Background: an optimization exercise with open tools, aiming at small area. Do not read the settings as production practice.
In this exercise RTL edits were held to simulation tests only and were not proved equivalent to the original.
Power and IR drop assume default switching activity.

--- design/flow/design.v ---
module calc2_port (
   input             clk,
   input             reset,
   input [3:0]       cmd_in,
   input [31:0]      data_in,
   input [1:0]       tag_in,
   output            q_add,       
   output            q_sh,        
   input [3:0]       st_add,      
   input [3:0]       st_sh,       
   input             busy,        
   output reg [31:0] a,           
   output reg [31:0] a2,          
   output reg        c_sh,        
   output reg        c_op,        
   output reg        d_v,         
   output reg        d_sh,
   output reg        d_op,
   input [31:0]      res,
   input             ovf,
   output reg [1:0]  resp,
   output reg [31:0] data,
   output reg [1:0]  tag
   );
   reg        c_add, c_inv;
   reg [1:0]  c_tag;
   reg [1:0]  exp_tag;
   reg [3:0]  d_slot;
   reg        i2_v, i3_v, inv_v;
   reg [1:0]  i_tag, inv_tag;
   localparam [3:0] FIRE = 4'b0001;
   function [3:0] fwd(input [3:0] v);
      fwd = {v[2:0], v[3] ^ v[2]};
   endfunction
   wire       cmd_nz  = |cmd_in;
   wire       tag_ok  = (tag_in == exp_tag) || (exp_tag == 2'd0);
   wire       is_add  = (cmd_in == 4'b0001) || (cmd_in == 4'b0010);
   wire       is_sh   = (cmd_in == 4'b0101) || (cmd_in == 4'b0110);
   always @(posedge clk) begin
      a     <= data_in;
      a2    <= a;
      c_tag <= tag_in;
      c_op  <= cmd_in[1];         
      if (reset) begin
         c_add   <= 1'b0;
         c_sh    <= 1'b0;
         c_inv   <= 1'b0;
         exp_tag <= 2'd0;
      end else begin
         c_add <= is_add & tag_ok;
         c_sh  <= is_sh & tag_ok;
         c_inv <= cmd_nz & ~((is_add | is_sh) & tag_ok);
         if (cmd_nz) exp_tag <= tag_in + 2'd1;
      end
   end
   wire       req = c_add | c_sh;
   assign q_add = c_add;
   assign q_sh  = c_sh;
   wire [3:0] t0 = c_sh ? st_sh : st_add;
   reg [31:0] s_data [0:3];
   reg [3:0]  s_t    [0:3];     
   reg        s_ovf  [0:3];
   reg        s_add  [0:3];
   reg [1:0]  s_tag  [0:3];
   wire [3:0] fire, free;
   genvar k;
   generate for (k = 0; k < 4; k = k + 1) begin : g_slot
      assign fire[k] = (s_t[k] == FIRE);
      assign free[k] = (s_t[k] == 4'd0) | fire[k];
   end endgenerate
   wire [3:0] sel = free[0] ? 4'b0001 : free[1] ? 4'b0010 : free[2] ? 4'b0100 : 4'b1000;
   wire [3:0] wr_data = d_v ? d_slot : (req & ~busy) ? sel : 4'b0000;
   always @(posedge clk) begin
      d_slot <= sel;
      d_sh   <= c_sh;
      d_op   <= c_op;
      d_v    <= req & busy;      
   end
   generate for (k = 0; k < 4; k = k + 1) begin : g_slot_reg
      always @(posedge clk) begin
         if (wr_data[k]) begin
            s_data[k] <= res;
            s_ovf[k]  <= ovf;
         end
         if (req & sel[k]) begin
            s_add[k]  <= c_add;
            s_tag[k]  <= c_tag;
         end
         if (reset)
           s_t[k] <= 4'd0;
         else if (req & sel[k])
           s_t[k] <= t0;
         else if (fire[k])
           s_t[k] <= 4'd0;
         else
           s_t[k] <= fwd(s_t[k]);
      end
   end endgenerate
   integer j;
   reg        u_add, u_sh, r_hi, r_lo;
   reg [1:0]  t_add, t_sh;
   reg [31:0] d_or;
   always @* begin
      u_add = 1'b0; u_sh = 1'b0; r_hi = 1'b0; r_lo = 1'b0;
      t_add = 2'd0; t_sh = 2'd0; d_or = 32'd0;
      for (j = 0; j < 4; j = j + 1) begin
         if (fire[j]) begin
            d_or = d_or | s_data[j];
            r_hi = r_hi | s_ovf[j];
            r_lo = r_lo | ~s_ovf[j];
            if (s_add[j]) begin u_add = 1'b1; t_add = t_add | s_tag[j]; end
            else begin u_sh = 1'b1; t_sh = t_sh | s_tag[j]; end
         end
      end
   end
   wire unit = u_add | u_sh;
   always @* begin
      data = d_or;
      if (unit) begin
         resp = {r_hi, r_lo};
         tag  = u_add ? t_add : t_sh;
      end else begin
         resp = {inv_v, 1'b0};
         tag  = inv_tag;
      end
   end
   always @(posedge clk) begin
      if (c_inv) i_tag <= c_tag;
      i2_v <= c_inv;              
      if (reset) begin
         i3_v  <= 1'b0;
         inv_v <= 1'b0;
      end else begin
         i3_v <= i2_v;
         if (i3_v && (!inv_v || !unit)) begin
            inv_v   <= 1'b1;
            inv_tag <= i_tag;
         end else if (!unit)
           inv_v <= 1'b0;
      end
   end
endmodule
module calc2_alu (
   input [31:0]  x,
   input [31:0]  y,
   input         sh,       
   input         op,       
   output [31:0] res,
   output        ovf       
   );
   wire [31:0] yy = y ^ {32{op}};
   wire [31:0] p0 = x ^ yy;
   wire [31:0] g0 = x & yy;
   reg  [31:0] gg, pp;
   integer i, l;
   always @* begin
      gg = g0; pp = p0;
      gg[0] = g0[0] | (p0[0] & op);
      for (l = 1; l <= 5; l = l + 1)
        for (i = (1 << l) - 1; i < 32; i = i + (1 << l)) begin
           gg[i] = gg[i] | (pp[i] & gg[i - (1 << (l - 1))]);
           pp[i] = pp[i] & pp[i - (1 << (l - 1))];
        end
      for (l = 4; l >= 1; l = l - 1)
        for (i = (1 << l) + (1 << (l - 1)) - 1; i < 32; i = i + (1 << l)) begin
           gg[i] = gg[i] | (pp[i] & gg[i - (1 << (l - 1))]);
           pp[i] = pp[i] & pp[i - (1 << (l - 1))];
        end
   end
   wire [32:0] cy  = {gg, op};             
   wire [32:0] sum = {cy[32], p0 ^ cy[31:0]};
   wire [4:0]  ramt = op ? y[4:0] : 5'd0 - y[4:0];
   wire [63:0] xx   = {x, x};
   wire [31:0] rot  = xx >> ramt;
   wire [31:0] mask = (op ? (32'hffffffff >> y[4:0]) : (32'hffffffff << y[4:0])) & {16'hffff, op, 15'h7fff};
   assign res = sh ? (rot & mask) : sum[31:0];
   assign ovf = ~sh & (sum[32] ^ op);
endmodule
module calc2_pair (
   input         clk,
   input         reset,
   input [3:0]   f_cmd_in, s_cmd_in,
   input [31:0]  f_data_in, s_data_in,
   input [1:0]   f_tag_in, s_tag_in,
   output        f_q_add, f_q_sh, s_q_add, s_q_sh,
   input [3:0]   f_t_add, f_t_sh, s_t_add, s_t_sh,
   output [1:0]  f_resp, s_resp,
   output [31:0] f_data, s_data,
   output [1:0]  f_tag, s_tag
   );
   wire [31:0] f_a, s_a, s_a2, res;
   wire        f_sh, f_op, s_sh, s_op, s_dv, s_dsh, s_dop, ovf;
   wire        f_req = f_q_add | f_q_sh;
   calc2_port pf (.clk(clk), .reset(reset), .cmd_in(f_cmd_in), .data_in(f_data_in), .tag_in(f_tag_in),
                  .q_add(f_q_add), .q_sh(f_q_sh), .st_add(f_t_add), .st_sh(f_t_sh),
                  .busy(1'b0), .a(f_a), .a2(), .c_sh(f_sh), .c_op(f_op), .d_v(), .d_sh(), .d_op(),
                  .res(res), .ovf(ovf), .resp(f_resp), .data(f_data), .tag(f_tag));
   calc2_port ps (.clk(clk), .reset(reset), .cmd_in(s_cmd_in), .data_in(s_data_in), .tag_in(s_tag_in),
                  .q_add(s_q_add), .q_sh(s_q_sh), .st_add(s_t_add), .st_sh(s_t_sh),
                  .busy(f_req), .a(s_a), .a2(s_a2), .c_sh(s_sh), .c_op(s_op), .d_v(s_dv), .d_sh(s_dsh), .d_op(s_dop),
                  .res(res), .ovf(ovf), .resp(s_resp), .data(s_data), .tag(s_tag));
   wire [31:0] x  = f_req ? f_a : s_dv ? s_a2 : s_a;
   wire [31:0] y  = f_req ? f_data_in : s_dv ? s_a : s_data_in;
   wire        sh = f_req ? f_sh : s_dv ? s_dsh : s_sh;
   wire        op = f_req ? f_op : s_dv ? s_dop : s_op;
   calc2_alu alu (.x(x), .y(y), .sh(sh), .op(op), .res(res), .ovf(ovf));
endmodule
module calc2_top ( out_data1, out_data2, out_data3, out_data4, out_resp1, out_resp2, out_resp3, out_resp4, out_tag1, out_tag2, out_tag3, out_tag4, c_clk, req1_cmd_in, req1_data_in, req1_tag_in, req2_cmd_in, req2_data_in, req2_tag_in, req3_cmd_in, req3_data_in, req3_tag_in, req4_cmd_in, req4_data_in, req4_tag_in, reset);
   output [0:31] out_data1, out_data2, out_data3, out_data4;
   output [0:1]  out_resp1, out_resp2, out_resp3, out_resp4, out_tag1, out_tag2, out_tag3, out_tag4;
   input         c_clk, reset;
   input [0:3]   req1_cmd_in, req2_cmd_in, req3_cmd_in, req4_cmd_in;
   input [0:1]   req1_tag_in, req2_tag_in, req3_tag_in, req4_tag_in;
   input [0:31]  req1_data_in, req2_data_in, req3_data_in, req4_data_in;
   wire [3:0] q_add, q_sh;
   localparam [3:0] T3 = 4'b1100;    
   function [3:0] fwd(input [3:0] v);
      fwd = {v[2:0], v[3] ^ v[2]};
   endfunction
   function [3:0] back(input [3:0] v);
      back = {v[0] ^ v[3], v[3:1]};
   endfunction
   reg  [3:0] ta, ts;
   wire [3:0] ta1 = ta;
   wire [3:0] ta2 = q_add[0] ? back(ta1) : ta1;
   wire [3:0] ta3 = q_add[1] ? back(ta2) : ta2;
   wire [3:0] ta4 = q_add[2] ? back(ta3) : ta3;
   wire [3:0] ta5 = q_add[3] ? back(ta4) : ta4;
   wire [3:0] ts1 = ts;
   wire [3:0] ts2 = q_sh[0] ? back(ts1) : ts1;
   wire [3:0] ts3 = q_sh[1] ? back(ts2) : ts2;
   wire [3:0] ts4 = q_sh[2] ? back(ts3) : ts3;
   wire [3:0] ts5 = q_sh[3] ? back(ts4) : ts4;
   always @(posedge c_clk) begin
      if (reset) begin
         ta <= T3;
         ts <= T3;
      end else begin
         if (ta != T3 || q_add != 4'd0) ta <= fwd(ta5);
         if (ts != T3 || q_sh != 4'd0) ts <= fwd(ts5);
      end
   end
   calc2_pair p12 (.clk(c_clk), .reset(reset),
                   .f_cmd_in(req1_cmd_in), .f_data_in(req1_data_in), .f_tag_in(req1_tag_in),
                   .s_cmd_in(req2_cmd_in), .s_data_in(req2_data_in), .s_tag_in(req2_tag_in),
                   .f_q_add(q_add[0]), .f_q_sh(q_sh[0]), .s_q_add(q_add[1]), .s_q_sh(q_sh[1]),
                   .f_t_add(ta1), .f_t_sh(ts1), .s_t_add(ta2), .s_t_sh(ts2),
                   .f_resp(out_resp1), .s_resp(out_resp2), .f_data(out_data1), .s_data(out_data2),
                   .f_tag(out_tag1), .s_tag(out_tag2));
   calc2_pair p34 (.clk(c_clk), .reset(reset),
                   .f_cmd_in(req3_cmd_in), .f_data_in(req3_data_in), .f_tag_in(req3_tag_in),
                   .s_cmd_in(req4_cmd_in), .s_data_in(req4_data_in), .s_tag_in(req4_tag_in),
                   .f_q_add(q_add[2]), .f_q_sh(q_sh[2]), .s_q_add(q_add[3]), .s_q_sh(q_sh[3]),
                   .f_t_add(ta3), .f_t_sh(ts3), .s_t_add(ta4), .s_t_sh(ts4),
                   .f_resp(out_resp3), .s_resp(out_resp4), .f_data(out_data3), .s_data(out_data4),
                   .f_tag(out_tag3), .s_tag(out_tag4));
endmodule
--- design/flow/flow/run.sh ---
#!/bin/bash
# Layout flow: the standard flow (standard.sh, with the standard synthesis unchanged),
# with two changes: ports get plain buf_1 buffers, and the clock tree is built from larger
# sink clusters without dummy loads. make's output goes to flow_make.log; each step's own
# log is under orfs/logs/.
set -euo pipefail
export BUFFER_PORTS_ARGS="-buffer_cell sky130_fd_sc_hd__buf_1"
export CTS_ARGS="-sink_clustering_enable -repair_clock_nets -dont_use_dummy_load -sink_clustering_size 30 -sink_clustering_max_diameter 80"
bash standard.sh > flow_make.log 2>&1
--- design/flow/standard.sh ---
#!/bin/bash
# synth_recipe.tcl (not shown) runs the flow's synth.tcl, then flattens the netlist and writes it again
# the make line also repeats each setting of config.mk as NAME=value (left out here)
make -C /OpenROAD-flow-scripts/flow DESIGN_CONFIG=/design/flow/config.mk WORK_HOME=/design/flow/orfs CLKGATE_MAP_FILE= SYNTH_SCRIPT=/design/flow/synth_recipe.tcl "${@:-finish}"
--- design/flow/config.mk ---
export PLATFORM = sky130hd
export DESIGN_NAME = calc2_top
export DESIGN_NICKNAME = calc2_top
export VERILOG_FILES = /design/flow/design.v
export SDC_FILE = /design/flow/constraint.sdc
export NUM_CORES = 8
export LEC_CHECK = 0
export CAP_MARGIN = 20
export CORE_MARGIN = 2
export CORE_UTILIZATION = 65
export SLEW_MARGIN = 20
--- design/flow/constraint.sdc ---
create_clock -name core_clock -period 7.0 [get_ports {c_clk}]
set_input_delay 1.4000 -clock core_clock [delete_from_list [all_inputs] [get_ports {c_clk}]]
set_output_delay 1.4000 -clock core_clock [all_outputs]
set_load 0.01 [all_outputs]
==> run summary, run 1 <==
element type at the critical path end -> flip-flop
Period minus WS final -> 6090 ps
number of remaining DRC errors -> 0
Mapped Cells -> 3,587
largest family of logic cells by synthesized area -> compound AO/OA/AOI/OAI gates
Clock transition at path regs -> 100 ps
synth-to-layout area growth -> 6.97%
number of routed nets with antenna violations -> 0
Slew @ Worst Pin -> 1140 ps
CTS tree -> done
H-tree depth -> 2
total CTS buffers -> 40
GR Layer Usage met1 -> 50.6%
post-cts sizing count -> 0
Synth cell types -> 80
global-route wire length before repair -> 179,000 um
final HPWL from detailed placement -> 85,700 um
aggregate global routing overflow -> 0
CTS sink count -> 914
Most Crowded Layer GR -> met2
Max Cap Viol -> 0
die height -> 260 um
hold_buf cts -> 0
crit start category -> flip-flop
LEAKAGE -> 0.0165 uW
layout net count -> 4,063
Syn. warnings -> 8
PwrDens -> 270 nW/um2
reg-to-reg slack, setup -> 910 ps
Hold Vio Cnt, Final -> 0
fin worst setup slack -> 914 ps
wire per inst -> 25.9 um
area of the mapped netlist -> 42,700 um2
final setup fails -> 0
Avg Synthesized Cell Area -> 11.9 um2
Final GP Congestion -> 0.943
DRT Pass-1 Iters -> 6
Worst Setup Path Type -> reg -> reg
depth of the worst register-to-register path -> 14
1st-iter DRT viols -> 4,091
fin. max-slew vios -> 0
TNS Setup -> 0 ps
initial antenna violation count -> 3
routed via count -> 30,900
crit path DAT -> 6400 ps
post-synth top area share -> 41.6%
worst hold endpoint -> p12.ps.a2[0]$_DFF_P_
fraction of layout cells with a size suffix above 1 -> 7.78%
CP required -> 7320 ps
r2r endpoint -> p12.pf.s_data[0][30]$_DFFE_PP_
vias in the first global route -> 29,600
post-CTS setup buffers -> 0
ys async rst share -> 0%
status -> complete, no violations
CP max FO -> 39
met2 Use GR -> 55.2%
post-synth top area cell -> edfxtp_1
die area -> 67,800 um2
largest net degree at the start of global routing -> 86
HP Class -> reg -> reg
IO buf count -> 297
Clock Tree Root -> clkbuf_16
Synth Area in XOR/XNOR -> 2.51%
placed cells -> 4,606
synth top area cells -> edfxtp_1, dfxtp_1, mux2i_1
met3 GRT Util -> 6.01%
core area -> 64,700 um2
Synth Area in Adders -> 3.96%
sequential share of the synthesized area -> 56.7%
worst flop-to-flop path startpoint -> p12.pf.c_add$_SDFF_PP0_
Crit path largest cell delay -> 820 ps
register bit total from synthesis -> 914
Synth Area in Simple Gates -> 7.99%
worst vdd ir -> 0.000244 V
GRT Total Usage -> 34.9%
Ports -> 298
Setup Skew -> 74.1 ps
clk latency of the worst-skew pair -> 620 ps
clock buffer depth -> 3
Initial Utilization -> 66.0%
Finished Layout Cells -> 4,649
mux cell area share after synthesis -> 11.8%
post-synthesis compound-gate area fraction -> 13.7%
FP Rows -> 93
Post-synth EDFFs -> 592
Synthesized Nets -> 3,857
Fmax achieved -> 164 MHz
slowest CP cell -> a2111oi_0
Post-Place Setup Slack -> 704 ps
WHS Path Cells -> 0
crit-path cells -> buf_4 > or2_2 > o21ai_4 > buf_4 > xnor2_1 > ha_1 > a21oi_1 > a21boi_0 > a211o_1 > a22oi_1 > a21oi_1 > a2111oi_0 > fa_1 > o221ai_1
RSZ-0062 raised after global routing -> no
Tcrit/Tclk final -> 86.9%
die width -> 260 um
wirelength, routed -> 120,000 um
dominant synthesized flop cell -> edfxtp_1
Rel. slew slack -> 23.4%
Hold Crit Start -> p12.ps.a[0]$_DFF_P_
Vias per Instance -> 6.64
==> logic make-up (layout without fill, tap and decap cells) <==
group                      count (synthesis)  count (layout)
DFF                                      914             914
AOI/OAI and AO/OA                        874             874
and+or+nand+nor                          767             767
muxes                                    460             460
buffers and inverters                    337             541
xor gates and xnor gates                 119             119
adders and majority gates                116             116
other                                      0               3
==> placed cells by master (no fill, tap or decap), drive strengths merged, types with 16 or more instances in the layout <==
cell and count:
ha 84, o221ai 39, o21a 21, clkbuf 41, nand2b 20, a22o 22, buf 367, inv 132
nor2b 21, mux2i 322, dfxtp 322, nand4 22, o21ai 182, a22oi 298, a21o 27, nand2 290
edfxtp 592, xnor2 105, fa 32, a21oi 172, mux4 22, nor3 26, nor2 247, nand3 64
and2 16, a211oi 23, mux2 116
==> state kept, by name (all words and copies together), names as in the netlist, 32 cells and up <==
register and count:
p12.ps.a 32, p34.ps.a2 32, p12.pf.s_data 128, p12.ps.a2 32, p34.ps.a 32, p34.pf.a 32, p12.pf.a 32, p34.ps.s_data 128
p34.pf.s_data 128, p12.ps.s_data 128
==> critical path, delay by kind of cell, from the launching register on <==
kind                     cells  cell delay [ps]
AO/OA/AOI/OAI                8             3190
XOR/XNOR                     1              210
flip-flops                   1              330
buffers and inverters        2              630
adder cells (fa/ha/maj)      2              880
AND/OR/NAND/NOR              1              510
==> routing by layer <==
| layer | wire (um) | vias up | part of all wire (%) |
|---|---|---|---|
| li1 | - | 13700 | - |
| met3 | 12200 | 203 | 10 |
| met1 | 49400 | 15200 | 41 |
| met2 | 55500 | 1722 | 46 |
| met4 | 3110 | 2 | 2.6 |
| met5 | 13 | - | 0.011 |
==> cell usage after synthesis (25+ instances only) <==
cell type	n
mux2_2	104
o21ai_0	155
fa_1	32
clkbuf_1	127
nor3_1	26
ha_1	84
o21ai_1	25
nand3_1	64
a21o_1	27
buf_2	34
mux2i_1	318
o221ai_1	39
xnor2_1	103
edfxtp_1	592
nand2_1	290
a21oi_1	169
nor2_1	245
dfxtp_1	322
a22oi_1	298
inv_1	131
==> final cells by class <==
type	count	area, um2
Sequential cell	914	24200
Fill cell	4502	19000
Multi-Input combinational cell	2336	17200
Timing Repair Buffer	368	1650
Tap cell	855	1070
Clock buffer	40	1000
Inverter	133	499
Antenna cell	3	7.51
==> how the worst max path moves through the flow <==
stage	from	slack, ps	depth (start not counted)	to
6_report	p12.pf.c_add$_SDFF_PP0_	910	14	p12.pf.s_data[0][30]$_DFFE_PP_
3_3_place_gp	req2_data_in[30]	820	13	p12.pf.s_data[0][30]$_DFFE_PP_
4_1_cts	p12.pf.c_add$_SDFF_PP0_	1050	14	p12.pf.s_data[1][30]$_DFFE_PP_
3_5_place_dp	req2_data_in[30]	700	13	p12.ps.s_data[3][30]$_DFFE_PP_
5_1_grt	p12.pf.c_add$_SDFF_PP0_	690	14	p12.pf.s_data[0][30]$_DFFE_PP_
2_1_floorplan	req2_data_in[31]	1450	14	p12.pf.s_data[0][30]$_DFFE_PP_
==> per-stage QoR <==
stage               hold slack (ps)  total power (uW)  instance area (um2)  utilization, %
floorplan                       329              8560                42700               -
global placement                352              9670                44700            69.0
detailed placement              359              9780                44700            69.0
CTS                             328             12300                45700            70.6
global route                    337             12700                45700            70.6
finish                          328             12300                45700            70.6
==> report_power, final <==
group          internal [uW]  total [uW]  switching, uW  leakage, uW
registers               6410        6490           79.6      0.00804
logic                   1050        3290           2240      0.00797
clock network           1030        2570           1540     0.000493
total                   8490       12300           3850       0.0165
==> run 2: changes to the inputs <==
--- a/design/flow/design.v
+++ b/design/flow/design.v
@@ -12,3 +12,4 @@
    output reg [31:0] a,           
-   output reg [31:0] a2,          
+   input             alt_ld,      
+   input [31:0]      alt,
    output reg        c_sh,        
@@ -39,4 +40,3 @@
    always @(posedge clk) begin
-      a     <= data_in;
-      a2    <= a;
+      a     <= alt_ld ? alt : data_in;
       c_tag <= tag_in;
@@ -190,8 +190,9 @@
    );
-   wire [31:0] f_a, s_a, s_a2, res;
+   wire [31:0] f_a, s_a, res;
    wire        f_sh, f_op, s_sh, s_op, s_dv, s_dsh, s_dop, ovf;
    wire        f_req = f_q_add | f_q_sh;
+   wire        s_req = s_q_add | s_q_sh;
    calc2_port pf (.clk(clk), .reset(reset), .cmd_in(f_cmd_in), .data_in(f_data_in), .tag_in(f_tag_in),
                   .q_add(f_q_add), .q_sh(f_q_sh), .st_add(f_t_add), .st_sh(f_t_sh),
-                  .busy(1'b0), .a(f_a), .a2(), .c_sh(f_sh), .c_op(f_op), .d_v(), .d_sh(), .d_op(),
+                  .busy(1'b0), .a(f_a), .alt_ld(f_req & s_req), .alt(s_a), .c_sh(f_sh), .c_op(f_op), .d_v(), .d_sh(), .d_op(),
                   .res(res), .ovf(ovf), .resp(f_resp), .data(f_data), .tag(f_tag));
@@ -199,5 +200,5 @@
                   .q_add(s_q_add), .q_sh(s_q_sh), .st_add(s_t_add), .st_sh(s_t_sh),
-                  .busy(f_req), .a(s_a), .a2(s_a2), .c_sh(s_sh), .c_op(s_op), .d_v(s_dv), .d_sh(s_dsh), .d_op(s_dop),
+                  .busy(f_req), .a(s_a), .alt_ld(1'b0), .alt(32'd0), .c_sh(s_sh), .c_op(s_op), .d_v(s_dv), .d_sh(s_dsh), .d_op(s_dop),
                   .res(res), .ovf(ovf), .resp(s_resp), .data(s_data), .tag(s_tag));
-   wire [31:0] x  = f_req ? f_a : s_dv ? s_a2 : s_a;
+   wire [31:0] x  = (f_req | s_dv) ? f_a : s_a;
    wire [31:0] y  = f_req ? f_data_in : s_dv ? s_a : s_data_in;
--- a/design/flow/config.mk
+++ b/design/flow/config.mk
@@ -9,3 +9,3 @@
 export CORE_MARGIN = 2
-export CORE_UTILIZATION = 65
+export CORE_UTILIZATION = 72
 export SLEW_MARGIN = 20
==> run 2 against run 1 <==
Still clean. Die area decreased by 10%. Sequential cell count down 64. First-iteration DRC count rose by 18%. Register-to-register slack better by 210 ps. Clock-buffer cell count shrank 2. Sequential share of layout area down 2.4 points. Setup slack improved by 210 ps. Utilization is 6.6 points higher. Maximum frequency rose by 3.7%. Combinational power decreased by 2%. Worst hold slack improved by 57 ps. Synthesized area down 0.61%. Critical path type unchanged. Largest cell class unchanged.
==> run summary, run 2 <==
number of remaining DRC errors -> 0 (unchanged)
CP startpoint -> p34.pf.c_sh$_SDFF_PP0_
Tcrit/Tclk final -> 83.9% (-3.1 points)
crit path DAT -> 6130 ps (-270 ps)
layout net count -> 4,157 (+2.3%)
Commonest cells post-synth -> edfxtp_1, nand2_1, mux2i_1
Final GP Congestion -> 1.00 (+6.1%)
post-synth top area share -> 41.9% (+0.26 points)
clock buffer depth -> 3 (unchanged)
post-cts sizing count -> 0 (unchanged)
dominant synthesized flop cell -> edfxtp_1
die height -> 247 um (-5.2%)
1st-iter DRT viols -> 4,837 (+18%)
worst setup path end -> p34.pf.s_data[1][12]$_DFFE_PP_
HP Class -> reg -> reg
commonest non-fill, non-tap cell in the layout -> edfxtp_1
post-CTS setup buffers -> 0 (unchanged)
Synthesized Nets -> 3,963 (+2.7%)
vias in the first global route -> 31,800 (+7.5%)
area of the mapped netlist -> 42,500 um2 (-0.61%)
Avg Synthesized Cell Area -> 11.5 um2 (-3.5%)
aggregate global routing overflow -> 0 (unchanged)
wire per inst -> 27.7 um (+7.2%)
RSZ-0062 raised after global routing -> no
element type at the critical path end -> flip-flop
Syn. warnings -> 8 (unchanged)
critical path's most frequent cell -> o21ai_0
Period minus WS final -> 5870 ps (-215 ps)
register bit total from synthesis -> 850 (-7.0%)
final HPWL from detailed placement -> 89,400 um (+4.2%)
initial antenna violation count -> 5 (+2)
Rel. slew slack -> 20.8% (-2.6 points)
die area -> 60,900 um2 (-10%)
number of cells on the critical path -> 14 (unchanged)
slowest CP cell -> o21ai_0
Hold Vio Cnt, Final -> 0 (unchanged)
ys async rst share -> 0% (unchanged)
total CTS buffers -> 38 (-5.0%)
worst vdd ir -> 0.000281 V (+15%)
crit start category -> flip-flop
fin worst setup slack -> 1130 ps (+215 ps)
final setup fails -> 0 (unchanged)
Vias per Instance -> 7.09 (+6.8%)
fraction of layout cells with a size suffix above 1 -> 8.16% (+0.38 points)
Setup Skew -> 110 ps (+36.3 ps)
fin. max-slew vios -> 0 (unchanged)
Post-DP Area -> 44,300 um2 (-0.78%)
sequential share of the synthesized area -> 54.0% (-2.7 points)
CP max FO -> 17 (-56%)
number of routed nets with antenna violations -> 0 (unchanged)
core area -> 58,700 um2 (-9.3%)
GRT Total Usage -> 41.9% (+7.1 points)
Finished Layout Cells -> 4,662 (+0.28%)
filler cell count -> 3,467 (-23%)
post-synth top area cell -> edfxtp_1
IO buf count -> 297 (unchanged)
global-route wire length before repair -> 193,000 um (+7.4%)
Post-synth EDFFs -> 592 (unchanged)
reg-to-reg slack, setup -> 1130 ps (+210 ps)
Ports -> 298 (unchanged)
placed cells -> 4,618 (+0.26%)
Worst Setup Path Type -> reg -> reg
Max Cap Viol -> 0 (unchanged)
Crit path largest cell delay -> 940 ps (+120 ps)
Post-Place Setup Slack -> 1060 ps (+354 ps)
largest net degree at the start of global routing -> 71 (-17%)
Mapped Cells -> 3,693 (+3.0%)
critical path's top delay family -> compound AO/OA/AOI/OAI gates
routed via count -> 33,100 (+7.1%)
depth of the worst register-to-register path -> 14 (unchanged)
hold_buf cts -> 0 (unchanged)
register area -> 22,900 um2 (-5.3%)
Synth cell types -> 82 (+2.5%)
DRT Pass-1 Iters -> 7 (+1)
Slew @ Worst Pin -> 1190 ps (+43.6 ps)
post-route cell area -> 45,300 um2 (-0.81%)
worst path bufs/invs -> 1 (-1)
r2r endpoint -> p34.pf.s_data[1][12]$_DFFE_PP_
Initial Utilization -> 72.3% (+6.3 points)
LEAKAGE -> 0.0168 uW (+2.0%)
worst flop-to-flop path startpoint -> p34.pf.c_sh$_SDFF_PP0_
Fmax achieved -> 170 MHz (+3.7%)
status -> complete, no violations
FP Rows -> 89 (-4.3%)
most frequent cells in the layout -> edfxtp_1, nand2_1, mux2i_1, a22oi_1, buf_1
H-tree depth -> 2 (unchanged)
crit-path cells -> o21ai_0 > o21ai_4 > buf_4 > nand2_1 > o21ai_0 > fa_1 > a21o_1 > nand4_1 > a21oi_1 > o21ai_0 > nand2b_1 > a21oi_1 > fa_1 > o21ai_0
Clock transition at path regs -> 110 ps (about the same)
clk latency of the worst-skew pair -> 630 ps (about the same)
synth-to-layout area growth -> 6.76%
synth top area cells -> edfxtp_1, dfxtp_1, mux2i_1
cell with the most instances after synthesis -> edfxtp_1
CP required -> 7260 ps (-60 ps)
PwrDens -> 261 nW/um2 (-3.6%)
die width -> 247 um (-5.2%)
CTS sink count -> 850 (-7.0%)
TNS Setup -> 0 ps (unchanged)
wirelength, routed -> 129,000 um (+7.5%)
Multi-input gate area -> 18,200 um2 (+5.5%)
Clock Tree Root -> clkbuf_16
CTS tree -> done
## run 2: cell count changes after synthesis, sizes merged, moves of 12 or more
cell,previous run,this run
a22oi,298,333
clkbuf,128,149
dfxtp,322,258
mux2,116,131
mux2i,322,398
nand2,290,402
nor2,247,234
o21ai,182,130
xor2,13,25
## run 2: cell families after synthesis
kind of cell             Yosys count  share of synthesized area [%]
AO/OA/AOI/OAI                    843                           13.5
AND/OR/NAND/NOR                  862                           8.87
adder cells (fa/ha/maj)          116                           3.98
buffers and inverters            360                           3.49
XOR/XNOR                         121                           2.53
multiplexers                     541                           13.6
flip-flops                       850                           54.0
## run 2: layout make-up
cell class	instances	share of cell area, %
flip-flops and latches	850	50.6
multi-input cells	2483	40.1
repair buffers	379	3.88
well taps	773	2.13
clock buffers	38	2.10
inverters	135	1.12
diodes	4	0.0221
## run 2: stage by stage
| step | hold WS [ps] | total power, uW | utilization [%] |
|---|---|---|---|
| after floorplan | 329 | 8170 | - |
| after global placement | 369 | 9190 | 75.5 |
| after detailed placement | 358 | 9320 | 75.5 |
| after CTS | 382 | 11700 | 77.1 |
| after global routing | 398 | 12100 | 77.2 |
| final | 385 | 11800 | 77.2 |
## run 2: how the worst min path moves through the flow
stage	from	to	slack (ps)	cells past startpoint
after floorplan	p34.ps.c_sh$_SDFF_PP0_	p34.ps.d_sh$_DFF_P_	330	0
after global placement	p12.ps.c_op$_DFF_P_	p12.ps.d_op$_DFF_P_	370	0
after detailed placement	p12.ps.c_op$_DFF_P_	p12.ps.d_op$_DFF_P_	360	0
after CTS	p12.ps.c_op$_DFF_P_	p12.ps.d_op$_DFF_P_	380	0
after global routing	p12.ps.c_op$_DFF_P_	p12.ps.d_op$_DFF_P_	400	0
final	p12.ps.c_op$_DFF_P_	p12.ps.d_op$_DFF_P_	380	0
## run 2: report_power, final
group | switching (uW) | internal [uW] | leakage (uW) | total, uW
Combinational | 2220 | 1020 | 0.00887 | 3240
Sequential | 110 | 6030 | 0.00749 | 6140
Clock | 1440 | 977 | 0.000468 | 2420
Total | 3770 | 8030 | 0.0168 | 11800
## run 2: routing by layer
layer  vias to the layer above  wire (um)  track usage, %  share of wire, %
met2                      2582      59300            65.8                46
li1                      14100          -               -                 -
met4                         2       5120            15.5               4.0
met1                     16000      48600            58.5                38
met3                       399      16300            8.23                13
met5                         -         13               0             0.010
==> run 3: changes to the inputs <==
--- a/design/flow/config.mk
+++ b/design/flow/config.mk
@@ -9,3 +9,3 @@
 export CORE_MARGIN = 2
-export CORE_UTILIZATION = 72
+export CORE_UTILIZATION = 65
 export SLEW_MARGIN = 20
==> run 3 against run 2 <==
Die area increased by 11%. Worst hold slack improved by 3.1 ps. Via count shrank 4.9%. Non-clock buffer count fell by 6. Clock power up 2%. Still clean. First-iteration DRC count shrank 22%. Final cell count rose by 1.7%. Largest power group unchanged. Largest cell class unchanged. Synthesized cell count did not move. Maximum frequency rose by 0.61%. Critical endpoint is now p12.pf.s_data[3][26]$_DFFE_PP_. Wire length shrank 6.9%.
==> run summary, run 3 <==
die height -> 260 um (+5.2%)
crit-path cells -> nor3_4 > buf_4 > mux2i_1 > o21ai_0 > fa_1 > a21oi_1 > nand4b_1 > a21oi_1 > o211ai_1 > a21o_1 > nand2_1 > a21o_1 > a21oi_1 > fa_1 > o221ai_1
Hold Crit Start -> p34.ps.c_inv$_SDFF_PP0_
Synth cell types -> 82 (unchanged)
largest net degree at the start of global routing -> 100 (+41%)
Rel. slew slack -> 21.4% (+0.59 points)
Mapped Cells -> 3,693 (unchanged)
clock buffer depth -> 3 (unchanged)
HP Class -> reg -> reg
initial antenna violation count -> 8 (+3)
final HPWL from detailed placement -> 84,400 um (-5.6%)
LEAKAGE -> 0.0168 uW (about the same)
dominant synthesized flop cell -> edfxtp_1
critical path's most frequent cell -> a21oi_1
Final Util -> 70.5% (-6.8 points)
CTS sink count -> 850 (unchanged)
slowest CP cell -> o221ai_1
Power, Total -> 11,800 uW (-0.42%)
Avg Synthesized Cell Area -> 11.5 um2 (unchanged)
RSZ-0062 raised after global routing -> no
Int Power -> 8080 uW (+0.57%)
DRT Pass-1 Iters -> 8 (+1)
Post-DP Area -> 44,400 um2 (+0.19%)
Hold Vio Cnt, Final -> 0 (unchanged)
area of the mapped netlist -> 42,500 um2 (unchanged)
aggregate global routing overflow -> 0 (unchanged)
logic gate share of total power -> 26.9% (-0.6 points)
Max Cap Viol -> 0 (unchanged)
post-synth top area share -> 41.9% (unchanged)
number of routed nets with antenna violations -> 0 (unchanged)
H-tree depth -> 2 (unchanged)
Tcrit/Tclk final -> 83.4% (-0.51 points)
wire per inst -> 25.4 um (-8.4%)
register area -> 22,900 um2 (unchanged)
Clock transition at path regs -> 110 ps (about the same)
die area -> 67,400 um2 (+11%)
status -> complete, no violations
element type at the critical path end -> flip-flop
Crit path largest cell delay -> 740 ps (-200 ps)
crit start category -> flip-flop
Syn. warnings -> 8 (unchanged)
CTS tree -> done
global-route wire length before repair -> 180,000 um (-6.5%)
FP Rows -> 93 (+4.5%)
die width -> 260 um (+5.2%)
core area -> 64,500 um2 (+9.8%)
fin. max-slew vios -> 0 (unchanged)
GRT Total Usage -> 35.0% (-6.9 points)
Final GP Congestion -> 0.983 (-1.8%)
final setup fails -> 0 (unchanged)
post-cts sizing count -> 0 (unchanged)
crit path DAT -> 6090 ps (-40 ps)
synth top area cells -> edfxtp_1, dfxtp_1, mux2i_1
worst vdd ir -> 0.000234 V (-17%)
worst flop-to-flop path startpoint -> p12.pf.c_sh$_SDFF_PP0_
total CTS buffers -> 40 (+5.3%)
sequential power share -> 52.2% (+0.2 points)
cell with the most instances after synthesis -> edfxtp_1
post-CTS setup buffers -> 0 (unchanged)
hold_buf cts -> 0 (unchanged)
Slew @ Worst Pin -> 1170 ps (-21.3 ps)
1st-iter DRT viols -> 3,753 (-22%)
Clock Tree Root -> clkbuf_16
CP startpoint -> p12.pf.c_sh$_SDFF_PP0_
CP max FO -> 34 (+17)
ys async rst share -> 0% (unchanged)
routed via count -> 31,400 (-4.9%)
TNS Setup -> 0 ps (unchanged)
Vias per Instance -> 6.63 (-6.5%)
Worst Setup Path Type -> reg -> reg
clk latency of the worst-skew pair -> 610 ps (-20 ps)
fraction of layout cells with a size suffix above 1 -> 8.09% (-0.069 points)
commonest non-fill, non-tap cell in the layout -> edfxtp_1
filler cell count -> 4,566 (+32%)
PwrDens -> 259 nW/um2 (-0.65%)
CP required -> 7250 ps (about the same)
layout net count -> 4,153 (-0.096%)
IO buf count -> 297 (unchanged)
Fmax achieved -> 171 MHz (+0.61%)
vias in the first global route -> 29,900 (-6.1%)
Multi-input gate area -> 18,200 um2 (about the same)
Post-synth EDFFs -> 592 (unchanged)
Sw Ratio -> 31.3% (-0.67 points)
sequential share of the synthesized area -> 54.0% (unchanged)
Period minus WS final -> 5840 ps (-35.7 ps)
post-synth top area cell -> edfxtp_1
Synthesized Nets -> 3,963 (unchanged)
clock network fraction of total power -> 21.0% (+0.5 points)
Net Sw Power -> 3680 uW (-2.5%)
most frequent cells in the layout -> edfxtp_1, nand2_1, mux2i_1, a22oi_1, buf_1
Commonest cells post-synth -> edfxtp_1, nand2_1, mux2i_1
Ports -> 298 (unchanged)
register bit total from synthesis -> 850 (unchanged)
post-route cell area -> 45,400 um2 (+0.23%)
Setup Skew -> 99.4 ps (-11.0 ps)
synth-to-layout area growth -> 7.00%
Initial Utilization -> 65.9% (-6.5 points)
wirelength, routed -> 120,000 um (-6.9%)
number of remaining DRC errors -> 0 (unchanged)
==> run 3: cell count changes in the layout (fill, tap and decap cells not counted), sizes merged <==
cell,delta
buf,-7
clkbuf,+3
diode,-1
==> run 3: routing by layer <==
metal  track usage (%)  share of wire, %  up-vias
met1              51.8                42    15400
met4              9.39               2.7       10
met5                 0             0.047        -
met2              54.3                45     1729
li1                  -                 -    14100
met3              5.32               9.7      197
==> run 3: area by class of cell <==
cell class | instances | share of cell area (%)
multi-input combinational | 2483 | 40.0
inverter | 135 | 1.12
tap | 855 | 2.36
clock buffer | 40 | 2.20
timing repair buffer | 373 | 3.77
sequential | 850 | 50.5
antenna | 3 | 0.0165
==> run 3: stage by stage <==
step                setup WS [ps]  cells  hold slack [ps]
global placement             1120   4695              372
floorplan                    1670   3693              329
detailed placement           1030   4696              372
CTS                          1350   4736              389
finish                       1160   4739              388
global route                  848   4739              400
==> run 3: cell families (layout without fill, tap and decap cells) <==
kind of cell / Yosys count / count (layout) / share of synthesized area, %
AO/OA/AOI/OAI: 843 / 843 / 13.5
flip-flops: 850 / 850 / 54.0
other: 0 / 3 / 0
adder cells (fa/ha/maj): 116 / 116 / 3.98
buffers and inverters: 360 / 548 / 3.49
multiplexers: 541 / 541 / 13.6
XOR/XNOR: 121 / 121 / 2.53
AND/OR/NAND/NOR: 862 / 862 / 8.87
==> run 3: power groups by stage <==
| stage | sequential (uW) | clock, uW | combinational, uW |
|---|---|---|---|
| 2_1_floorplan | 6190 | 0 | 1980 |
| 3_3_place_gp | 6230 | 0 | 2950 |
| 3_5_place_dp | 6240 | 0 | 3050 |
| 4_1_cts | 6130 | 2500 | 3060 |
| 5_1_grt | 6150 | 2660 | 3360 |
| 6_report | 6130 | 2470 | 3160 |
==> run 3: final timing paths <==
path	cells past startpoint	end	slack (ps)
max	15	p12.pf.s_data[3][26]$_DFFE_PP_	1160
min	0	p34.ps.i2_v$_DFF_P_	390
max reg2reg	15	p12.pf.s_data[3][26]$_DFFE_PP_	1160
min reg2reg	0	p34.ps.i2_v$_DFF_P_	390
==> run 3: worst max-delay path: cells and delay by family (launching register included) <==
family / cells / cell delay [ps]
flops: 1 / 590
simple gates: 3 / 730
compound gates: 8 / 2050
buf+inv: 1 / 580
fa+ha+maj: 2 / 910
mux: 1 / 570
==> run 4: changes to the inputs <==
--- a/design/flow/design.v
+++ b/design/flow/design.v
@@ -12,4 +12,4 @@
    output reg [31:0] a,           
-   input             alt_ld,      
-   input [31:0]      alt,
+   input [31:0]      a_in,
+   output            v_now,       
    output reg        c_sh,        
@@ -39,4 +39,5 @@
    wire       is_sh   = (cmd_in == 4'b0101) || (cmd_in == 4'b0110);
+   assign v_now = (is_add | is_sh) & tag_ok;
    always @(posedge clk) begin
-      a     <= alt_ld ? alt : data_in;
+      a     <= a_in;
       c_tag <= tag_in;
@@ -194,5 +195,7 @@
    wire        s_req = s_q_add | s_q_sh;
+   wire        f_vnow;
+   wire [31:0] f_a_in = (f_req & s_req) ? s_a : f_vnow ? f_data_in : s_data_in;
    calc2_port pf (.clk(clk), .reset(reset), .cmd_in(f_cmd_in), .data_in(f_data_in), .tag_in(f_tag_in),
                   .q_add(f_q_add), .q_sh(f_q_sh), .st_add(f_t_add), .st_sh(f_t_sh),
-                  .busy(1'b0), .a(f_a), .alt_ld(f_req & s_req), .alt(s_a), .c_sh(f_sh), .c_op(f_op), .d_v(), .d_sh(), .d_op(),
+                  .busy(1'b0), .a(f_a), .a_in(f_a_in), .v_now(f_vnow), .c_sh(f_sh), .c_op(f_op), .d_v(), .d_sh(), .d_op(),
                   .res(res), .ovf(ovf), .resp(f_resp), .data(f_data), .tag(f_tag));
@@ -200,5 +203,5 @@
                   .q_add(s_q_add), .q_sh(s_q_sh), .st_add(s_t_add), .st_sh(s_t_sh),
-                  .busy(f_req), .a(s_a), .alt_ld(1'b0), .alt(32'd0), .c_sh(s_sh), .c_op(s_op), .d_v(s_dv), .d_sh(s_dsh), .d_op(s_dop),
+                  .busy(f_req), .a(s_a), .a_in(s_data_in), .v_now(), .c_sh(s_sh), .c_op(s_op), .d_v(s_dv), .d_sh(s_dsh), .d_op(s_dop),
                   .res(res), .ovf(ovf), .resp(s_resp), .data(s_data), .tag(s_tag));
-   wire [31:0] x  = (f_req | s_dv) ? f_a : s_a;
+   wire [31:0] x  = f_a;
    wire [31:0] y  = f_req ? f_data_in : s_dv ? s_a : s_data_in;
==> run 4 against run 3 <==
Worst hold slack got worse by 17 ps. Die area decreased by 3.6%. Clock skew decreased by 42 ps. First-iteration DRC count increased by 18%. Total power increased by 0.27%. Utilization increased by 0.40 points. Sequential power increased by 1%. Maximum frequency decreased by 1.3%. Sequential share of layout area increased by 1.8 points. Setup slack got worse by 76 ps. Global-route usage decreased by 0.47 points. Critical path type is now in -> reg.
==> run summary, run 4 <==
Syn. warnings -> 8 (unchanged)
final setup fails -> 0 (unchanged)
Period minus WS final -> 5910 ps (+75.9 ps)
final hold slack -> 371 ps (-16.9 ps)
DRT Pass-1 Iters -> 8 (unchanged)
HP Class -> reg -> reg
Avg Synthesized Cell Area -> 12.0 um2 (+4.6%)
ys async rst share -> 0% (unchanged)
layout net count -> 3,878 (-6.6%)
post-synth top area share -> 43.5% (+1.6 points)
worst path bufs/invs -> 2 (+1)
number of cells on the critical path -> 15 (unchanged)
vias in the first global route -> 28,000 (-6.4%)
Mapped Cells -> 3,401 (-7.9%)
PwrDens -> 269 nW/um2 (+3.8%)
CP required -> 7290 ps (+40 ps)
CTS sink count -> 850 (unchanged)
GRT Total Usage -> 34.5% (-0.47 points)
crit path DAT -> 6200 ps (+110 ps)
global-route wire length before repair -> 169,000 um (-6.2%)
most frequent cells in the layout -> edfxtp_1, nand2_1, a22oi_1, buf_1
synth-to-layout area growth -> 7.35%
Fmax achieved -> 169 MHz (-1.3%)
Initial Utilization -> 66.0% (+0.16 points)
FP Rows -> 91 (-2.2%)
Antenna Cells -> 0 (-3)
post-CTS setup buffers -> 0 (unchanged)
slowest CP cell -> o311ai_0
clk latency of the worst-skew pair -> 610 ps (about the same)
commonest non-fill, non-tap cell in the layout -> edfxtp_1
aggregate global routing overflow -> 0 (unchanged)
Final GP Congestion -> 1.02 (+3.4%)
post-synth top area cell -> edfxtp_1
number of routed nets with antenna violations -> 0 (unchanged)
Tcrit/Tclk final -> 84.4% (+1.1 points)
critical path's top delay family -> compound AO/OA/AOI/OAI gates
clock buffer depth -> 3 (unchanged)
number of remaining DRC errors -> 0 (unchanged)
final HPWL from detailed placement -> 79,700 um (-5.5%)
Vias per Instance -> 6.74 (+1.6%)
Synth cell types -> 76 (-7.3%)
wirelength, routed -> 114,000 um (-4.9%)
Max Cap Viol -> 0 (unchanged)
die width -> 255 um (-1.8%)
sequential share of the synthesized area -> 56.1% (+2.1 points)
cell with the most instances after synthesis -> edfxtp_1
initial antenna violation count -> 0 (-8)
Hold Vio Cnt, Final -> 0 (unchanged)
Setup Skew -> 57.5 ps (-41.9 ps)
Ports -> 298 (unchanged)
register bit total from synthesis -> 850 (unchanged)
element type at the critical path end -> flip-flop
core area -> 61,900 um2 (-3.9%)
RSZ-0062 raised after global routing -> no
die area -> 64,900 um2 (-3.6%)
crit-path cells -> buf_1 > mux2i_1 > o21a_1 > inv_2 > a21oi_1 > fa_1 > nor2b_1 > o2111ai_1 > a2111oi_0 > nor2_1 > o311ai_0 > a31oi_1 > fa_1 > xor2_1 > o221ai_1
Worst Setup Path Type -> in -> reg
largest net degree at the start of global routing -> 95 (-5.0%)
LEAKAGE -> 0.0154 uW (-8.2%)
Clock transition at path regs -> 110 ps (about the same)
synth top area cells -> edfxtp_1, dfxtp_1, mux2i_1
H-tree depth -> 2 (unchanged)
Rel. slew slack -> 22.9% (+1.5 points)
1st-iter DRT viols -> 4,445 (+18%)
status -> complete, no violations
CP max FO -> 18 (-47%)
fraction of layout cells with a size suffix above 1 -> 8.15% (+0.062 points)
Commonest cells post-synth -> edfxtp_1, nand2_1, a22oi_1
WHS Path Cells -> 0 (unchanged)
fin. max-slew vios -> 0 (unchanged)
reg-to-reg slack, setup -> 1110 ps (-50 ps)
Synthesized Nets -> 3,671 (-7.4%)
TNS Setup -> 0 ps (unchanged)
wire per inst -> 25.8 um (+1.4%)
hold_buf cts -> 0 (unchanged)
Slew @ Worst Pin -> 1120 ps (-42.6 ps)
critical path's most frequent cell -> fa_1
post-cts sizing count -> 0 (unchanged)
area of the mapped netlist -> 40,900 um2 (-3.7%)
die height -> 255 um (-1.8%)
depth of the worst register-to-register path -> 15 (unchanged)
IO buf count -> 297 (unchanged)
Clock Tree Root -> clkbuf_16
total CTS buffers -> 37 (-7.5%)
worst vdd ir -> 0.000221 V (-5.7%)
dominant synthesized flop cell -> edfxtp_1
Crit path largest cell delay -> 710 ps (-30 ps)
Post-synth EDFFs -> 592 (unchanged)
CTS tree -> done
routed via count -> 29,900 (-4.7%)
crit start category -> primary input
-- run 4: changes by cell type in the layout (fill, tap and decap cells not counted), moves of 13 or more --
cell	previous run	this run
mux2i_1	395	256
mux2_2	129	56
nand2_1	402	335
mux4_2	12	66
a22oi_1	333	297
inv_1	131	96
o21ai_0	121	147
a31oi_1	14	27
-- run 4: final cells by class --
| class | count | area [um2] |
|---|---|---|
| Sequential cell | 850 | 22900 |
| Fill cell | 4376 | 18000 |
| Multi-Input combinational cell | 2251 | 16900 |
| Timing Repair Buffer | 367 | 1710 |
| Tap cell | 837 | 1050 |
| Clock buffer | 37 | 926 |
| Inverter | 101 | 379 |
-- run 4: cells by family (layout without fill, tap and decap cells) --
| group | after synthesis | in the layout | share of synthesized area, % |
|---|---|---|---|
| muxes | 387 | 387 | 11.8 |
| xor gates and xnor gates | 120 | 120 | 2.61 |
| buffers and inverters | 300 | 505 | 3.07 |
| DFF | 850 | 850 | 56.1 |
| adders and majority gates | 116 | 116 | 4.14 |
| and+or+nand+nor | 782 | 782 | 8.43 |
| AOI/OAI and AO/OA | 846 | 846 | 13.9 |
-- run 4: metrics by stage --
step           total power, uW  setup slack, ps  cells  util, %  instance area, um2
2_1_floorplan             8190             1750   3401        -               40900
3_3_place_gp              9250              818   4401     69.1               42800
3_5_place_dp              9360              651   4402     69.2               42800
4_1_cts                  11700             1270   4439     70.7               43800
5_1_grt                  12200              696   4443     70.9               43900
6_report                 11800             1090   4443     70.9               43900
-- run 4: report_power, final --
part / total (uW) / switching (uW) / leakage (uW) / internal (uW)
combinational: 3200 / 2150 / 0.00748 / 1060
sequential: 6200 / 143 / 0.00750 / 6060
clock: 2390 / 1430 / 0.000456 / 954
-- run 4: path summary, 6_finish.rpt --
path                          startpoint                        endpoint
setup reg to reg  p12.pf.c_sh$_SDFF_PP0_  p12.pf.s_data[1][23]$_DFFE_PP_
hold reg to reg      p12.ps.c_op$_DFF_P_             p12.ps.d_op$_DFF_P_
hold / removal       p12.ps.c_op$_DFF_P_             p12.ps.d_op$_DFF_P_
setup / recovery        req2_data_in[31]  p12.pf.s_data[1][23]$_DFFE_PP_
-- run 4: metal layers --
layer | up-vias | part of all wire (%) | GRT usage [%]
li1 | 13200 | - | -
met1 | 14900 | 42 | 52.6
met2 | 1778 | 44 | 51.7
met3 | 144 | 11 | 6.79
met4 | 0 | 2.2 | 7.85
met5 | - | 0 | 0
==> run 5: changes to the inputs <==
--- a/design/flow/config.mk
+++ b/design/flow/config.mk
@@ -7,5 +7,5 @@
 export LEC_CHECK = 0
-export CAP_MARGIN = 20
+export CAP_MARGIN = 0
 export CORE_MARGIN = 2
 export CORE_UTILIZATION = 65
-export SLEW_MARGIN = 20
+export SLEW_MARGIN = 0
==> run 5 against run 4 <==
Maximum frequency is 0.40% higher. Global-route usage is 0.097 points higher. Wire length decreased by 0.21%. Still clean. Highest routed layer unchanged. Largest cell class unchanged. Combinational power barely moved. Critical endpoint is now p12.ps.s_data[2][23]$_DFFE_PP_. Synthesized cell count unchanged.
==> run summary, run 5 <==
TNS Setup -> 0 ps (unchanged)
PwrDens -> 269 nW/um2 (about the same)
sequential power share -> 52.8% (+0.2 points)
Worst Setup Path Type -> in -> reg
Post-synth EDFFs -> 592 (unchanged)
element type at the critical path end -> flip-flop
Synth cell types -> 76 (unchanged)
Net Sw Power -> 3700 uW (-0.49%)
ys async rst share -> 0% (unchanged)
HP Class -> reg -> reg
1st-iter DRT viols -> 4,300 (-3.3%)
area of the mapped netlist -> 40,900 um2 (unchanged)
worst path bufs/invs -> 2 (unchanged)
Initial Utilization -> 66.0% (unchanged)
Int Power -> 8060 uW (-0.17%)
Commonest cells post-synth -> edfxtp_1, nand2_1, a22oi_1
synth-to-layout area growth -> 7.00%
Ports -> 298 (unchanged)
critical path's top delay family -> compound AO/OA/AOI/OAI gates
sequential share of the synthesized area -> 56.1% (unchanged)
Syn. warnings -> 8 (unchanged)
Clock transition at path regs -> 110 ps (about the same)
Most Crowded Layer GR -> met1
Sw Ratio -> 31.5% (-0.069 points)
routed via count -> 29,900 (-0.27%)
Crit path largest cell delay -> 760 ps (+50 ps)
depth of the worst register-to-register path -> 15 (unchanged)
Antenna Cells -> 0 (unchanged)
Period minus WS final -> 5890 ps (-23.8 ps)
post-CTS setup buffers -> 0 (unchanged)
r2r endpoint -> p12.ps.s_data[2][23]$_DFFE_PP_
hold_buf cts -> 0 (unchanged)
CP max FO -> 18 (unchanged)
Power, Total -> 11,800 uW (-0.27%)
critical path's most frequent cell -> fa_1
CTS sink count -> 850 (unchanged)
wire per inst -> 25.7 um (about the same)
Hold Vio Cnt, Final -> 0 (unchanged)
met2 Use GR -> 51.4% (-0.30 points)
wirelength, routed -> 114,000 um (-0.21%)
Setup Skew -> 60.7 ps (+3.21 ps)
crit-path cells -> buf_1 > mux2i_1 > o21a_1 > inv_2 > a21oi_1 > fa_1 > nor2b_1 > o2111ai_1 > a2111oi_0 > nor2_1 > o311ai_0 > a31oi_1 > fa_1 > xor2_1 > o221ai_1
cell with the most instances after synthesis -> edfxtp_1
largest family of logic cells by synthesized area -> compound AO/OA/AOI/OAI gates
initial antenna violation count -> 1 (+1)
IO buf count -> 297 (unchanged)
post-route cell area -> 43,800 um2 (-0.32%)
WHS Path Cells -> 0 (unchanged)
DRT Pass-1 Iters -> 9 (+1)
number of remaining DRC errors -> 0 (unchanged)
number of routed nets with antenna violations -> 0 (unchanged)
clk latency of the worst-skew pair -> 600 ps (about the same)
clock buffer depth -> 3 (unchanged)
filler cell count -> 4,389 (+0.30%)
post-cts sizing count -> 0 (unchanged)
Synth Area in Adders -> 4.14% (unchanged)
die height -> 255 um (unchanged)
RSZ-0062 raised after global routing -> no
post-synthesis compound-gate area fraction -> 13.9% (unchanged)
Tcrit/Tclk final -> 84.1% (-0.34 points)
LEAKAGE -> 0.0154 uW (-0.39%)
Mapped Cells -> 3,401 (unchanged)
FP Rows -> 91 (unchanged)
met3 GRT Util -> 7.02% (+0.22 points)
clock network fraction of total power -> 20.3% (about the same)
H-tree depth -> 2 (unchanged)
worst hold endpoint -> p12.ps.d_op$_DFF_P_
fraction of layout cells with a size suffix above 1 -> 7.89% (-0.27 points)
Max Cap Viol -> 0 (unchanged)
post-synth top area cell -> edfxtp_1
GRT Total Usage -> 34.6% (+0.097 points)
vias in the first global route -> 28,000 (-0.15%)
final HPWL from detailed placement -> 79,600 um (about the same)
register bit total from synthesis -> 850 (unchanged)
mux cell area share after synthesis -> 11.8% (unchanged)
Synth Area in XOR/XNOR -> 2.61% (unchanged)
Rel. slew slack -> 10.1% (-13 points)
CP required -> 7300 ps (about the same)
Fmax achieved -> 170 MHz (+0.40%)
aggregate global routing overflow -> 0 (unchanged)
worst flop-to-flop path startpoint -> p12.pf.c_sh$_SDFF_PP0_
global-route wire length before repair -> 170,000 um (+0.41%)
Post-Place Setup Slack -> 639 ps (-12.4 ps)
final hold slack -> 364 ps (-6.79 ps)
status -> complete, no violations
Final GP Congestion -> 1.02 (unchanged)
final setup fails -> 0 (unchanged)
total CTS buffers -> 37 (unchanged)
die width -> 255 um (unchanged)
fin. max-slew vios -> 0 (unchanged)
post-synth top area share -> 43.5% (unchanged)
dominant synthesized flop cell -> edfxtp_1
Synth Area in Simple Gates -> 8.43% (unchanged)
Hold Crit Start -> p12.ps.c_op$_DFF_P_
Avg Synthesized Cell Area -> 12.0 um2 (unchanged)
Slew @ Worst Pin -> 1330 ps (+211 ps)
commonest non-fill, non-tap cell in the layout -> edfxtp_1
reg-to-reg slack, setup -> 1130 ps (+20 ps)
most frequent cells in the layout -> edfxtp_1, nand2_1, a22oi_1, buf_1
Vias per Instance -> 6.73 (-0.16%)
crit path DAT -> 6190 ps (about the same)
core area -> 61,900 um2 (unchanged)
layout net count -> 3,873 (-0.13%)
CTS tree -> done
slowest CP cell -> o311ai_0
die area -> 64,900 um2 (unchanged)
fin worst setup slack -> 1110 ps (+23.8 ps)
largest net degree at the start of global routing -> 95 (unchanged)
Synthesized Nets -> 3,671 (unchanged)
logic gate share of total power -> 26.9% (-0.3 points)
CP startpoint -> req2_data_in[31]
GR Layer Usage met1 -> 52.8% (+0.17 points)
worst vdd ir -> 0.000237 V (+7.5%)
synth top area cells -> edfxtp_1, dfxtp_1, mux2i_1
Post-DP Area -> 42,800 um2 (about the same)
crit start category -> primary input
Clock Tree Root -> clkbuf_16
run 5: cell counts after synthesis:
No cell type changed its count.
run 5: worst max path at each step:
| stage | endpoint | depth (start not counted) |
|---|---|---|
| after global routing | p12.ps.s_data[2][23]$_DFFE_PP_ | 15 |
| after CTS | p12.ps.s_data[2][23]$_DFFE_PP_ | 15 |
| after global placement | p12.pf.s_data[0][23]$_DFFE_PP_ | 15 |
| final | p12.ps.s_data[2][23]$_DFFE_PP_ | 15 |
| after floorplan | p12.pf.s_data[0][23]$_DFFE_PP_ | 15 |
| after detailed placement | p12.ps.s_data[0][23]$_DFFE_PP_ | 15 |
run 5: stage by stage:
step           instances  util, %
2_1_floorplan       3401        -
3_3_place_gp        4401     69.1
3_5_place_dp        4401     69.1
4_1_cts             4438     70.6
5_1_grt             4438     70.6
6_report            4438     70.6
run 5: kinds of logic (layout without fill, tap and decap cells):
family | count (synthesis) | after routing
fa+ha+maj | 116 | 116
xor+xnor | 120 | 120
mux | 387 | 387
buf+inv | 300 | 500
simple gates | 782 | 782
compound gates | 846 | 846
flops | 850 | 850
run 5: cell type report:
cell class,count,area (um2),area share [%]
sequential,850,22900,52.4
timing repair buffer,362,1610,3.67
multi-input combinational,2251,16800,38.5
tap,837,1050,2.39
clock buffer,37,926,2.12
inverter,101,379,0.866
run 5: worst reg2reg max path, stage by stage (launching register included):
cell and delay [ps]:
dfxtp_1 320, buf_4 210, or2_2 450, o21a_1 280, inv_2 400, a21oi_1 180
fa_1 430, nor2b_1 190, o2111ai_1 170, a2111oi_0 550, nor2_1 130, o311ai_0 760
a31oi_1 280, fa_1 460, xor2_1 170, o221ai_1 610
run 5: routing by layer:
layer / part of all wire, % / wire (um)
met1: 41 / 47300
met2: 44 / 50100
met4: 2.7 / 3040
met3: 12 / 13800
met5: 0 / 0
run 5: power groups by stage:
| stage | Combinational (uW) | Clock (uW) | Sequential [uW] |
|---|---|---|---|
| global placement | 2950 | 0 | 6300 |
| floorplan | 1960 | 0 | 6240 |
| finish | 3170 | 2390 | 6200 |
| detailed placement | 3050 | 0 | 6310 |
| global route | 3370 | 2560 | 6220 |
| CTS | 3070 | 2410 | 6190 |
==> run 6: changes to the inputs <==
--- a/design/flow/config.mk
+++ b/design/flow/config.mk
@@ -7,5 +7,5 @@
 export LEC_CHECK = 0
-export CAP_MARGIN = 0
+export CAP_MARGIN = 5
 export CORE_MARGIN = 2
 export CORE_UTILIZATION = 65
-export SLEW_MARGIN = 0
+export SLEW_MARGIN = 5
==> run 6 against run 5 <==
Still clean. Via count is 0.25% lower. Wire length shrank 0.22%. Global-route usage is the same. Critical path type unchanged. Critical endpoint unchanged. Largest cell class unchanged. Largest power group unchanged.
==> run summary, run 6 <==
status -> complete, no violations
IO buf count -> 297 (unchanged)
number of cells on the critical path -> 15 (unchanged)
Commonest cells post-synth -> edfxtp_1, nand2_1, a22oi_1
sequential share of the synthesized area -> 56.1% (unchanged)
crit start category -> primary input
reg-to-reg slack, setup -> 1190 ps (+60 ps)
Tcrit/Tclk final -> 83.1% (-1.0 points)
clk latency of the worst-skew pair -> 600 ps (about the same)
layout net count -> 3,874 (+0.026%)
fin. max-slew vios -> 0 (unchanged)
Final GP Congestion -> 1.02 (unchanged)
HP Class -> reg -> reg
synth top area cells -> edfxtp_1, dfxtp_1, mux2i_1
Ports -> 298 (unchanged)
Multi-input gate area -> 16,800 um2 (unchanged)
register bit total from synthesis -> 850 (unchanged)
total CTS buffers -> 37 (unchanged)
Clock transition at path regs -> 110 ps (about the same)
post-cts sizing count -> 0 (unchanged)
PwrDens -> 268 nW/um2 (-0.13%)
commonest non-fill, non-tap cell in the layout -> edfxtp_1
final setup fails -> 0 (unchanged)
Hold Crit Start -> p12.ps.c_op$_DFF_P_
clock buffer depth -> 3 (unchanged)
crit-path cells -> buf_1 > mux2i_1 > o21a_1 > inv_2 > a21oi_1 > fa_1 > nor2b_1 > o2111ai_1 > a2111oi_0 > nor2_1 > o311ai_0 > a31oi_1 > fa_1 > xor2_1 > o221ai_1
DRT Pass-1 Iters -> 6 (-3)
dominant synthesized flop cell -> edfxtp_1
Antenna Cells -> 0 (unchanged)
RSZ-0062 raised after global routing -> no
cell with the most instances after synthesis -> edfxtp_1
global-route wire length before repair -> 170,000 um (unchanged)
wire per inst -> 25.7 um (-0.24%)
CP required -> 7310 ps (about the same)
Crit path largest cell delay -> 730 ps (-30 ps)
Initial Utilization -> 66.0% (unchanged)
Mapped Cells -> 3,401 (unchanged)
Post-synth EDFFs -> 592 (unchanged)
CP max FO -> 18 (unchanged)
slowest CP cell -> o311ai_0
fin worst setup slack -> 1180 ps (+70.5 ps)
FP Rows -> 91 (unchanged)
WHS Path Cells -> 0 (unchanged)
Synth cell types -> 76 (unchanged)
largest net degree at the start of global routing -> 95 (unchanged)
critical path's most frequent cell -> fa_1
Worst Setup Path Type -> in -> reg
fraction of layout cells with a size suffix above 1 -> 7.91% (+0.026 points)
post-synth top area share -> 43.5% (unchanged)
H-tree depth -> 2 (unchanged)
Rel. slew slack -> 14.7% (+4.6 points)
register area -> 22,900 um2 (unchanged)
Synthesized Nets -> 3,671 (unchanged)
CTS tree -> done
LEAKAGE -> 0.0154 uW (about the same)
Slew @ Worst Pin -> 1270 ps (-68.6 ps)
1st-iter DRT viols -> 4,385 (+2.0%)
hold_buf cts -> 0 (unchanged)
worst path bufs/invs -> 2 (unchanged)
number of routed nets with antenna violations -> 0 (unchanged)
post-synth top area cell -> edfxtp_1
aggregate global routing overflow -> 0 (unchanged)
routed via count -> 29,800 (-0.25%)
critical path's top delay family -> compound AO/OA/AOI/OAI gates
Period minus WS final -> 5820 ps (-70.5 ps)
die height -> 255 um (unchanged)
post-CTS setup buffers -> 0 (unchanged)
Power, Total -> 11,700 uW (about the same)
core area -> 61,900 um2 (unchanged)
final hold slack -> 360 ps (-4.14 ps)
Vias per Instance -> 6.71 (-0.27%)
TNS Setup -> 0 ps (unchanged)
final HPWL from detailed placement -> 79,600 um (unchanged)
area of the mapped netlist -> 40,900 um2 (unchanged)
CTS sink count -> 850 (unchanged)
Hold Vio Cnt, Final -> 0 (unchanged)
die area -> 64,900 um2 (unchanged)
initial antenna violation count -> 1 (unchanged)
worst hold endpoint -> p12.ps.d_op$_DFF_P_
depth of the worst register-to-register path -> 14 (-1)
element type at the critical path end -> flip-flop
ys async rst share -> 0% (unchanged)
most frequent cells in the layout -> edfxtp_1, nand2_1, a22oi_1, buf_1
vias in the first global route -> 28,000 (unchanged)
crit path DAT -> 6130 ps (-60 ps)
Final Util -> 70.7% (about the same)
Max Cap Viol -> 0 (unchanged)
synth-to-layout area growth -> 7.05% (about the same)
r2r endpoint -> p34.ps.s_data[1][30]$_DFFE_PP_
Syn. warnings -> 8 (unchanged)
wirelength, routed -> 114,000 um (-0.22%)
GRT Total Usage -> 34.6% (unchanged)
worst vdd ir -> 0.000235 V (-0.87%)
filler cell count -> 4,387 (-0.046%)
die width -> 255 um (unchanged)
Fmax achieved -> 172 MHz (+1.2%)
Avg Synthesized Cell Area -> 12.0 um2 (unchanged)
number of remaining DRC errors -> 0 (unchanged)
worst flop-to-flop path startpoint -> p34.pf.c_add$_SDFF_PP0_
Post-Place Setup Slack -> 639 ps (unchanged)
Setup Skew -> 61.7 ps (+1.07 ps)
Clock Tree Root -> clkbuf_16
[run 6: cell counts after synthesis]
No cell type changed its count.
[run 6: cell families after synthesis]
family / share of synthesized area (%)
XOR/XNOR: 2.61
multiplexers: 11.8
buffers and inverters: 3.07
adder cells (fa/ha/maj): 4.14
AO/OA/AOI/OAI: 13.9
flip-flops: 56.1
AND/OR/NAND/NOR: 8.43
[run 6: worst max path at each step]
stage | startpoint | end
2_1_floorplan | req2_data_in[31] | p12.pf.s_data[0][23]$_DFFE_PP_
6_report | req2_data_in[31] | p12.ps.s_data[2][23]$_DFFE_PP_
5_1_grt | req2_data_in[31] | p12.ps.s_data[2][23]$_DFFE_PP_
3_3_place_gp | req2_data_in[31] | p12.pf.s_data[0][23]$_DFFE_PP_
4_1_cts | req2_data_in[31] | p12.ps.s_data[2][23]$_DFFE_PP_
3_5_place_dp | req2_data_in[31] | p12.ps.s_data[0][23]$_DFFE_PP_
[run 6: cell type report]
type,instances,area share [%]
Sequential cell,850,52.4
Inverter,101,0.866
Tap cell,837,2.39
Clock buffer,37,2.12
Timing Repair Buffer,363,3.72
Multi-Input combinational cell,2251,38.5
[run 6: layer usage]
layer / track usage, % / wire [um]
met4: 8.47 / 2910
met1: 52.8 / 48100
met3: 7.02 / 13000
met2: 51.4 / 50000
met5: 0 / 0
[run 6: metrics by stage]
step,instance area [um2],instances
global placement,42800,4401
detailed placement,42800,4401
floorplan,40900,3401
global route,43800,4439
CTS,43800,4438
finish,43800,4439
[run 6: power by group]
part	leakage (uW)	internal, uW	switching, uW
sequential	0.00750	6060	143
clock	0.000456	954	1430
combinational	0.00743	1040	2120
total	0.0154	8060	3690
[run 6: worst register-to-register path, delay by kind of cell, from the launching register on]
kind,cells,cell delay (ps)
AO/OA/AOI/OAI,6,2070
AND/OR/NAND/NOR,4,1130
multiplexers,1,830
adder cells (fa/ha/maj),2,780
XOR/XNOR,1,370
flip-flops,1,330

## static timing again, ports no longer ideal
In the flow no input, the clock included, has a driving cell. The finished layouts below were timed again as built, in two steps.
Step 1 sets driving cells, clkbuf_16 on the clock port and buf_2 on the other inputs (assumed; they add their load-dependent delay and slew).
Step 2 times the ports against the registers' clock, not the clock port: input delays grow and output delays shrink by t, the midpoint of the rising clock arrivals with the driver on.
Slacks: no drivers / after step 1 / after step 2; pairs: no drivers / after step 1.
| run | shift t [ns] | setup WS [ns] | worst register clock-pin slew, ns |
|---|---|---|---|
| run 1 | 0.651 | 0.914 / 0.914 / 0.555 | 0.11 / 0.11 |
| run 2 | 0.641 | 1.129 / 1.129 / 1.019 | 0.11 / 0.11 |
| run 3 | 0.629 | 1.164 / 1.164 / 0.768 | 0.11 / 0.11 |
| run 4 | 0.646 | 1.089 / 1.107 / 0.485 | 0.11 / 0.11 |
| run 5 | 0.643 | 1.112 / 1.132 / 0.516 | 0.11 / 0.11 |
| run 6 | 0.641 | 1.183 / 1.187 / 0.588 | 0.11 / 0.11 |
After both steps every run listed still meets setup and hold. For run 4, which loses most, drivers alone change the setup slack by +0.018 ns; drivers and shift together by -0.604 ns.
